Source: an optimization exercise on an open RTL-to-GDS flow (aim: small area and a short achievable clock period). Production flows keep margins and buffers that such runs may drop. The RTL was checked by simulation tests, not by an equivalence proof against the original design. No activity file was given, so power comes from the tool's default toggle rates.

// mult8_reg
module mult8_reg(
    input clk,
    input [7:0] a, b,
    output reg [15:0] z
    );
export LEC_CHECK = 0
export CAP_MARGIN = 20
export CORE_MARGIN = 2
export CORE_UTILIZATION = 40
export SLEW_MARGIN = 20
create_clock -name core_clock -period 7.0 [get_ports {clk}]
standard.sh (not shown) runs the stock make flow with config.mk's settings and CLKGATE_MAP_FILE= SYNTH_SCRIPT=/design/flow/synth_recipe.tcl, a recipe that flattens the netlist after the stock synthesis.
==> flow/flow/run.sh <==
#!/bin/bash
# Own layout flow: the standard ORFS flow (standard.sh) with one change in
# synthesis: Yosys's extract_fa step is skipped and ABC maps the logic with a
# delay-targeted script (flow/abc.script) instead of ORFS's abc_speed script.
# Everything else (register names, flatten, rename, floorplan ... finish) is the
# standard flow, except that the port buffers are buf_4 cells. Each tool writes its full log under orfs/logs/ as in ORFS;
# this script's own output goes to flow_run.log.
set -euo pipefail
W=$PWD
exec > >(tee -a "$W/flow_run.log") 2>&1

python3 - "$W" <<'PY'
import sys, pathlib
w = pathlib.Path(sys.argv[1])
import os
src = pathlib.Path(os.environ["FLOW_HOME"]) / "scripts" / "synth.tcl"
s = src.read_text()
pre = "source $::env(SCRIPTS_DIR)/synth_preamble.tcl\n"
fa = "  extract_fa {*}[dont_use_extract_fa_args]\n"
assert s.count(pre) == 1 and s.count(fa) == 1, "synth.tcl changed"
s = s.replace(pre, pre + (
    "set abc_args [list -script %s {*}$lib_args {*}$lib_dont_use_args"
    " -constr $::env(OBJECTS_DIR)/abc.constr]\n" % (w / "flow" / "abc.script")))
s = s.replace(fa, "")
(w / "flow_synth_core.tcl").write_text(s)
b = (w / "synth_recipe.tcl").read_text()
line = "source $::env(SCRIPTS_DIR)/synth.tcl"
assert b.count(line) == 1, "synth_recipe.tcl changed"
(w / "flow_synth.tcl").write_text(b.replace(line, "source %s" % (w / "flow_synth_core.tcl")))
t = (w / "standard.sh").read_text()
old = "SYNTH_SCRIPT=%s" % (w / "synth_recipe.tcl")
assert t.count(old) == 1, "standard.sh changed"
(w / "flow_standard.sh").write_text(t.replace(old, "SYNTH_SCRIPT=%s" % (w / "flow_synth.tcl")))
PY

bash "$W/flow_standard.sh" BUFFER_PORTS_ARGS="-buffer_cell sky130_fd_sc_hd__buf_4" finish > "$W/flow_make.log" 2>&1 || { tail -40 "$W/flow_make.log"; exit 1; }
tail -5 "$W/flow_make.log"
test -s "$W/out/final.def"
==> flow/flow/abc.script <==
strash
dch -f
map -D 2000
topo
buffer -p
upsize 2000
dnsize 2000
stime -p
The baseline completed with no timing, DRC or antenna violations.
Then changed:
--- a/flow/flow/run.sh
+++ b/flow/flow/run.sh
@@ -6 +6,2 @@
-# standard flow, except that the port buffers are buf_4 cells. Each tool writes its full log under orfs/logs/ as in ORFS;
+# standard flow, except that the port buffers are $PORT_BUF cells and heavily
+# loaded registers are upsized after global placement (flow/post_gp.tcl). Each tool writes its full log under orfs/logs/ as in ORFS;
@@ -36 +37,2 @@
-bash "$W/flow_standard.sh" BUFFER_PORTS_ARGS="-buffer_cell sky130_fd_sc_hd__buf_4" finish > "$W/flow_make.log" 2>&1 || { tail -40 "$W/flow_make.log"; exit 1; }
+source "$W/flow/knobs.sh"
+bash "$W/flow_standard.sh" BUFFER_PORTS_ARGS="-buffer_cell $PORT_BUF" POST_GLOBAL_PLACE_TCL="$W/flow/post_gp.tcl" finish > "$W/flow_make.log" 2>&1 || { tail -40 "$W/flow_make.log"; exit 1; }
==> flow/flow/abc.script (replaced) <==
strash
dch -f
map -D 1800
topo
buffer -p
upsize 1800
dnsize 1800
stime -p
==> flow/flow/knobs.sh (new file) <==
PORT_BUF=sky130_fd_sc_hd__buf_4
export FLOW_FF_BIG=sky130_fd_sc_hd__dfxtp_2 FLOW_FF_FANOUT=4
==> flow/flow/post_gp.tcl (new file) <==
# Upsize registers whose output drives many loads (drive strength only; the
# register cell type stays dfxtp).
set db [ord::get_db]
set big [$db findMaster $::env(FLOW_FF_BIG)]
set n 0
foreach inst [[ord::get_db_block] getInsts] {
  if {[[$inst getMaster] getName] ne "sky130_fd_sc_hd__dfxtp_1"} { continue }
  set q [$inst findITerm Q]
  set net [$q getNet]
  if {$net eq "NULL"} { continue }
  if {[llength [$net getITerms]] > $::env(FLOW_FF_FANOUT)} {
    $inst swapMaster $big
    incr n
  }
}
puts "post_gp: upsized $n registers to $::env(FLOW_FF_BIG)"
The new run completed without violations; power went up by 4.7%; worst setup slack is worse by 0.11 ns; count of clock-buffer cells in the layout climbs by 1; via count climbs by 10%.
Then changed:
--- a/flow/flow/run.sh
+++ b/flow/flow/run.sh
@@ -6,2 +6 @@
-# standard flow, except that the port buffers are $PORT_BUF cells and heavily
-# loaded registers are upsized after global placement (flow/post_gp.tcl). Each tool writes its full log under orfs/logs/ as in ORFS;
+# standard flow, except that the port buffers are buf_4 cells. Each tool writes its full log under orfs/logs/ as in ORFS;
@@ -37,2 +36 @@
-source "$W/flow/knobs.sh"
-bash "$W/flow_standard.sh" BUFFER_PORTS_ARGS="-buffer_cell $PORT_BUF" POST_GLOBAL_PLACE_TCL="$W/flow/post_gp.tcl" finish > "$W/flow_make.log" 2>&1 || { tail -40 "$W/flow_make.log"; exit 1; }
+bash "$W/flow_standard.sh" BUFFER_PORTS_ARGS="-buffer_cell sky130_fd_sc_hd__buf_4" finish > "$W/flow_make.log" 2>&1 || { tail -40 "$W/flow_make.log"; exit 1; }
==> flow/flow/abc.script (replaced) <==
strash
dch -f
map -D 2000
topo
buffer -p
upsize 2000
dnsize 2000
stime -p
--- a/flow/config.mk
+++ b/flow/config.mk
@@ -10 +10 @@
-export CORE_UTILIZATION = 40
+export CORE_UTILIZATION = 65
removed: flow/flow/knobs.sh
removed: flow/flow/post_gp.tcl
Effect:
- sequential cell count stays the same
- via count went down by 8.0%
- worst setup slack is better by 0.071 ns
- fmax went up by about 2.7%
- routed wire length went down by 14%
- global-route usage went up by 9.2 points
- count of clock-buffer cells in the layout stays the same
- clock skew went down by 0.0089 ns
- synthesized area went down by 5.4%
- critical path depth went down by 3
- sequential share of layout area went up by 0.98 points
Then changed:
--- a/flow/flow/run.sh
+++ b/flow/flow/run.sh
@@ -6 +6,2 @@
-# standard flow, except that the port buffers are buf_4 cells. Each tool writes its full log under orfs/logs/ as in ORFS;
+# standard flow, except that the port buffers are $PORT_BUF cells and heavily
+# loaded registers are upsized after global placement (flow/post_gp.tcl). Each tool writes its full log under orfs/logs/ as in ORFS;
@@ -36 +37,2 @@
-bash "$W/flow_standard.sh" BUFFER_PORTS_ARGS="-buffer_cell sky130_fd_sc_hd__buf_4" finish > "$W/flow_make.log" 2>&1 || { tail -40 "$W/flow_make.log"; exit 1; }
+source "$W/flow/knobs.sh"
+bash "$W/flow_standard.sh" BUFFER_PORTS_ARGS="-buffer_cell $PORT_BUF" POST_GLOBAL_PLACE_TCL="$W/flow/post_gp.tcl" finish > "$W/flow_make.log" 2>&1 || { tail -40 "$W/flow_make.log"; exit 1; }
==> flow/flow/knobs.sh (new file) <==
PORT_BUF=sky130_fd_sc_hd__buf_4
export FLOW_FF_BIG=sky130_fd_sc_hd__dfxtp_2 FLOW_FF_FANOUT=4
export FLOW_RT_MARGIN=4.8 FLOW_RT_TNS=10 FLOW_RT_SEQ="sizeup,swap,buffer"
==> flow/flow/post_gp.tcl (new file) <==
# Upsize registers whose output drives many loads (drive strength only; the
# register cell type stays dfxtp).
set db [ord::get_db]
set big [$db findMaster $::env(FLOW_FF_BIG)]
set n 0
foreach inst [[ord::get_db_block] getInsts] {
  if {[[$inst getMaster] getName] ne "sky130_fd_sc_hd__dfxtp_1"} { continue }
  set q [$inst findITerm Q]
  set net [$q getNet]
  if {$net eq "NULL"} { continue }
  if {[llength [$net getITerms]] > $::env(FLOW_FF_FANOUT)} {
    $inst swapMaster $big
    incr n
  }
}
puts "post_gp: upsized $n registers to $::env(FLOW_FF_BIG)"

# Optional: upsize gates on the worst paths only (no buffers), towards a
# tighter internal target than the design's clock.
if {[info exists ::env(FLOW_RT_MARGIN)] && $::env(FLOW_RT_MARGIN) > 0} {
  estimate_parasitics -placement
  repair_timing -setup -setup_margin $::env(FLOW_RT_MARGIN) -repair_tns $::env(FLOW_RT_TNS) \
    -sequence $::env(FLOW_RT_SEQ) -skip_last_gasp
  report_worst_slack
}
--- a/flow/config.mk
+++ b/flow/config.mk
@@ -10 +10 @@
-export CORE_UTILIZATION = 65
+export CORE_UTILIZATION = 40
The changed run completed without violations.
Routed wire length is higher by 2.8%.
Fmax is higher by 5.4%.
Power is higher by 5.3%.
Worst setup slack is better by 0.14 ns.
Flip-flop and latch count is unchanged.
Register-to-register slack is better by 0.14 ns.
Then changed:
--- a/flow/flow/run.sh
+++ b/flow/flow/run.sh
@@ -6,2 +6 @@
-# standard flow, except that the port buffers are $PORT_BUF cells and heavily
-# loaded registers are upsized after global placement (flow/post_gp.tcl). Each tool writes its full log under orfs/logs/ as in ORFS;
+# standard flow, except that the port buffers are buf_4 cells. Each tool writes its full log under orfs/logs/ as in ORFS;
@@ -37,2 +36 @@
-source "$W/flow/knobs.sh"
-bash "$W/flow_standard.sh" BUFFER_PORTS_ARGS="-buffer_cell $PORT_BUF" POST_GLOBAL_PLACE_TCL="$W/flow/post_gp.tcl" finish > "$W/flow_make.log" 2>&1 || { tail -40 "$W/flow_make.log"; exit 1; }
+bash "$W/flow_standard.sh" BUFFER_PORTS_ARGS="-buffer_cell sky130_fd_sc_hd__buf_4" finish > "$W/flow_make.log" 2>&1 || { tail -40 "$W/flow_make.log"; exit 1; }
--- a/flow/config.mk
+++ b/flow/config.mk
@@ -10,0 +11 @@
+export SETUP_SLACK_MARGIN = 4.7
removed: flow/flow/knobs.sh
removed: flow/flow/post_gp.tcl
Result: Combinational power rose by 25%; die area does not change; core utilization rose by 6.0 points; setup slack improves by 0.038 ns; design area rose by 12%; clock power fell by 27%; area after synthesis stays the same; global-route usage fell by 0.12 points.

-- what the ideal ports hide --
How much do the figures lean on ideal ports? The routed layouts below were timed once more, with nothing changed but the port constraints.
Step 1 sets driving cells, clkbuf_16 on the clock port and buf_2 on the other inputs (assumed; they add their load-dependent delay and slew).
Step 2, shift: input delay + t, output delay - t, t = (earliest + latest rising clock arrival at the registers) / 2. This alone moves slack from input paths to output paths.
Slacks: ideal ports / drivers / drivers and shift; pairs: ideal ports / drivers.
| run | t (ns) | setup WS [ns] | worst hold slack (ns) | worst register clock-pin slew, ns | worst data-port slew with drivers (ns) |
|---|---|---|---|---|---|
| the first run | 0.339 | 4.409 / 4.409 / 4.211 | 0.600 / 0.600 / 0.600 | 0.10 / 0.10 | 0.04 |
| the second run | 0.324 | 4.301 / 4.301 / 4.200 | 0.550 / 0.550 / 0.550 | 0.10 / 0.10 | 0.03 |
| the third run | 0.325 | 4.372 / 4.372 / 4.176 | 0.589 / 0.589 / 0.589 | 0.08 / 0.08 | 0.03 |
| the fourth run | 0.335 | 4.507 / 4.507 / 4.303 | 0.549 / 0.549 / 0.549 | 0.10 / 0.10 | 0.04 |
| the fifth run | 0.333 | 4.545 / 4.545 / 4.371 | 0.611 / 0.611 / 0.611 | 0.09 / 0.09 | 0.06 |
After both steps every run listed still meets setup and hold. The setup slack of the fourth run, which loses most, moves by 0.000 ns with the drivers and by -0.204 ns with both steps.
